Source: an optimization exercise on an open RTL-to-GDS flow (aim: small area, a short achievable clock period and few clock cycles per item). Production flows keep margins and buffers that such runs may drop.
Function was checked by simulation only, so behaviour that the tests miss may differ from the original.
Power is estimated from default activity; no workload was simulated.

==> flow/design.v <==
module hanoivm_fsm(
    input clk,
    input rst,
    input [7:0] opcode_in,
    input [80:0] operand_in,
    input valid,
    output ready,
    output reg [80:0] result_out,
    output reg done
);
    localparam D  = 15;
    localparam LO = 41;         
    localparam HI = 81 - LO;    
    reg [LO-1:0] sl [0:D-1];
    reg [HI-1:0] sh [0:D-1];
    reg [3:0]    sp;            
    reg          ph;            
    reg          v2;
    reg          a_push, a_pop, a_add, a_down, a_hold;
    reg [80:0]   operand_r;
    reg          v3;
    reg          b_push, b_pop, b_add, b_down, b_hold;
    reg [HI-1:0] operand_h;
    reg          carry;
    reg [LO-1:0] result_l;
    assign ready = 1'b1;
    wire [3:0] sp_now = a_push ? sp + 4'd1 : a_down ? sp - 4'd1 : sp;
    wire       nz     = sp_now != 4'd0;
    wire       ge2    = sp_now[3:1] != 3'd0;
    wire c_push = valid && opcode_in == 8'h01;
    wire c_pop  = valid && opcode_in == 8'h02 && nz;
    wire c_add  = valid && opcode_in == 8'h03 && ge2;
    always @(posedge clk or posedge rst) begin
        if (rst) begin
            ph     <= 1'b0;
            v2     <= 1'b0;
            a_push <= 1'b0;
            a_pop  <= 1'b0;
            a_add  <= 1'b0;
            a_down <= 1'b0;
            a_hold <= 1'b1;
            v3     <= 1'b0;
            b_push <= 1'b0;
            b_pop  <= 1'b0;
            b_add  <= 1'b0;
            b_down <= 1'b0;
            b_hold <= 1'b1;
            sp     <= 4'd0;
            done   <= 1'b0;
        end else begin
            ph     <= !ph;
            v2     <= valid;
            a_push <= c_push;
            a_pop  <= c_pop;
            a_add  <= c_add;
            a_down <= c_pop || c_add;
            a_hold <= !(c_push || c_pop || c_add);
            v3     <= v2;
            b_push <= a_push;
            b_pop  <= a_pop;
            b_add  <= a_add;
            b_down <= a_down;
            b_hold <= a_hold;
            sp     <= sp_now;
            done   <= v3;
        end
    end
    always @(posedge clk) begin
        operand_r <= operand_in;
        operand_h <= operand_r[80:LO];
    end
    wire [LO:0]   sum_l = {1'b0, sl[0]} + {1'b0, sl[1]} + {{LO{1'b0}}, ph};
    wire [LO-1:0] op_l  = operand_r[LO-1:0] ^ {LO{ph}};
    always @(posedge clk) begin
        carry    <= sum_l[LO];
        result_l <= ({LO{a_push}} & operand_r[LO-1:0]) |
                    ((({LO{a_add}} & sum_l[LO-1:0]) | ({LO{a_pop}} & sl[0])) ^ {LO{ph & a_down}});
        sl[0]    <= ~(({LO{a_push}} & op_l) | ({LO{a_add}} & sum_l[LO-1:0]) |
                      ({LO{a_pop}} & sl[1]) | ({LO{a_hold}} & sl[0]));
    end
    wire [HI:0]   sum_hc = {sh[0], 1'b1} + {sh[1], !carry};
    wire [HI-1:0] sum_h  = sum_hc[HI:1];
    wire [HI-1:0] op_h   = operand_h ^ {HI{ph}};
    always @(posedge clk) begin
        result_out <= {({HI{b_push}} & operand_h) |
                       ((({HI{b_add}} & sum_h) | ({HI{b_pop}} & sh[0])) ^ {HI{ph & b_down}}),
                       result_l};
        sh[0]      <= ~(({HI{b_push}} & op_h) | ({HI{b_add}} & sum_h) |
                        ({HI{b_pop}} & sh[1]) | ({HI{b_hold}} & sh[0]));
    end
    genvar i;
    generate
        for (i = 1; i < D; i = i + 1) begin : g_shift
            always @(posedge clk) begin
                if (i < D-1) begin
                    sl[i] <= ~(({LO{a_push}} & sl[i-1]) | ({LO{a_down}} & sl[(i < D-1) ? i+1 : i]) |
                               ({LO{a_hold}} & sl[i]));
                    sh[i] <= ~(({HI{b_push}} & sh[i-1]) | ({HI{b_down}} & sh[(i < D-1) ? i+1 : i]) |
                               ({HI{b_hold}} & sh[i]));
                end else begin
                    sl[i] <= ~(({LO{a_push}} & sl[i-1]) | ({LO{!a_push}} & sl[i]));
                    sh[i] <= ~(({HI{b_push}} & sh[i-1]) | ({HI{!b_push}} & sh[i]));
                end
            end
        end
    endgenerate
endmodule
Settings: LEC_CHECK=0, CAP_MARGIN=20, CORE_MARGIN=2, CORE_UTILIZATION=40, PLACE_DENSITY=0.55, SETUP_SLACK_MARGIN=5, SLEW_MARGIN=20; clock period 9.0 ns.
standard.sh (not shown) runs the stock make flow with config.mk's settings and CLKGATE_MAP_FILE= SYNTH_SCRIPT=/design/flow/synth_recipe.tcl, a recipe that flattens the netlist after the stock synthesis.
==> flow/flow/run.sh <==
#!/bin/bash
set -euo pipefail
bash standard.sh SETUP_SLACK_MARGIN=6 TNS_END_PERCENT=30 \
  "BUFFER_PORTS_ARGS=-buffer_cell sky130_fd_sc_hd__buf_2" \
  "CTS_ARGS=-sink_clustering_enable -repair_clock_nets -dont_use_dummy_load -sink_clustering_size 25 -sink_clustering_max_diameter 120" \
  finish > standard.log 2>&1
The starting point completed without violations.
Testbench counts at the start, summed over its fixed seeds: cycles 2,412, items 2,400.
Next try:
--- a/flow/design.v
+++ b/flow/design.v
@@ -15,6 +15,7 @@
     reg [HI-1:0] sh [0:D-1];
     reg [3:0]    sp;            
     reg          ph;            
+    reg          ph_c;          
     reg          v2;
     reg          a_push, a_pop, a_add, a_down, a_hold;
     reg [80:0]   operand_r;
@@ -22,7 +23,7 @@
     reg          b_push, b_pop, b_add, b_down, b_hold;
     reg [HI-1:0] operand_h;
     reg          carry;
-    reg [LO-1:0] result_l;
+    reg [LO-1:0] result_l;      
     assign ready = 1'b1;
     wire [3:0] sp_now = a_push ? sp + 4'd1 : a_down ? sp - 4'd1 : sp;
     wire       nz     = sp_now != 4'd0;
@@ -66,15 +67,17 @@
         end
     end
     always @(posedge clk) begin
+        ph_c      <= !ph;
         operand_r <= operand_in;
         operand_h <= operand_r[80:LO];
     end
-    wire [LO:0]   sum_l = {1'b0, sl[0]} + {1'b0, sl[1]} + {{LO{1'b0}}, ph};
-    wire [LO-1:0] op_l  = operand_r[LO-1:0] ^ {LO{ph}};
+    wire [LO+1:0] sum_lc = {1'b0, sl[0], 1'b1} + {1'b0, sl[1], ph_c};
+    wire [LO:0]   sum_l  = sum_lc[LO+1:1];
+    wire [LO-1:0] op_l   = operand_r[LO-1:0] ^ {LO{ph}};
     always @(posedge clk) begin
         carry    <= sum_l[LO];
-        result_l <= ({LO{a_push}} & operand_r[LO-1:0]) |
-                    ((({LO{a_add}} & sum_l[LO-1:0]) | ({LO{a_pop}} & sl[0])) ^ {LO{ph & a_down}});
+        result_l <= ({LO{a_push}} & op_l) | ({LO{a_add}} & sum_l[LO-1:0]) |
+                    ({LO{a_pop}} & sl[0]) | {LO{a_hold & ph}};
         sl[0]    <= ~(({LO{a_push}} & op_l) | ({LO{a_add}} & sum_l[LO-1:0]) |
                       ({LO{a_pop}} & sl[1]) | ({LO{a_hold}} & sl[0]));
     end
@@ -84,7 +87,7 @@
     always @(posedge clk) begin
         result_out <= {({HI{b_push}} & operand_h) |
                        ((({HI{b_add}} & sum_h) | ({HI{b_pop}} & sh[0])) ^ {HI{ph & b_down}}),
-                       result_l};
+                       result_l ^ {LO{!ph}}};
         sh[0]      <= ~(({HI{b_push}} & op_h) | ({HI{b_add}} & sum_h) |
                         ({HI{b_pop}} & sh[1]) | ({HI{b_hold}} & sh[0]));
     end
The new run finished clean. Routed wire length rises by 1.9%. Area after synthesis rises by 0.86%. Setup slack improved by 200 ps. Register-to-register slack improved by 200 ps. Power falls by 0.60%. Die area rises by 0.85%. Count of clock-buffer cells in the layout does not change. Global-route usage rises by 0.36 points. Via count rises by 0.68%.
Testbench counts after the change, summed over its fixed seeds: cycles 2,412, items 2,400.

==> separate check: timing with driven ports <==
The results above use ideal ports. As a check the final layouts listed here were re-extracted and re-timed, cells and wires unchanged.
Step 1 assumes that a clkbuf_16 drives the clock port and a buf_2 every other input.
Step 2 adds t to the input delays and takes it off the output delays; t is the mean of the earliest and latest rising clock arrival at the registers after step 1. Input paths then give back, and output paths get back, about the clock's delay inside the block.
a / b / c = ideal ports / drivers / drivers and shift; a / b = the first two.
run | shift t [ns] | setup slack, ns | worst data-port slew with drivers (ns)
the first run | 0.715 | 5.761 / 5.761 / 5.702 | 0.09
the second run | 0.726 | 5.957 / 5.938 / 5.717 | 0.09
After both steps setup and hold are still met in every run listed. The setup slack of the second run, which loses most, moves by -0.019 ns with the drivers and by -0.240 ns with both steps.
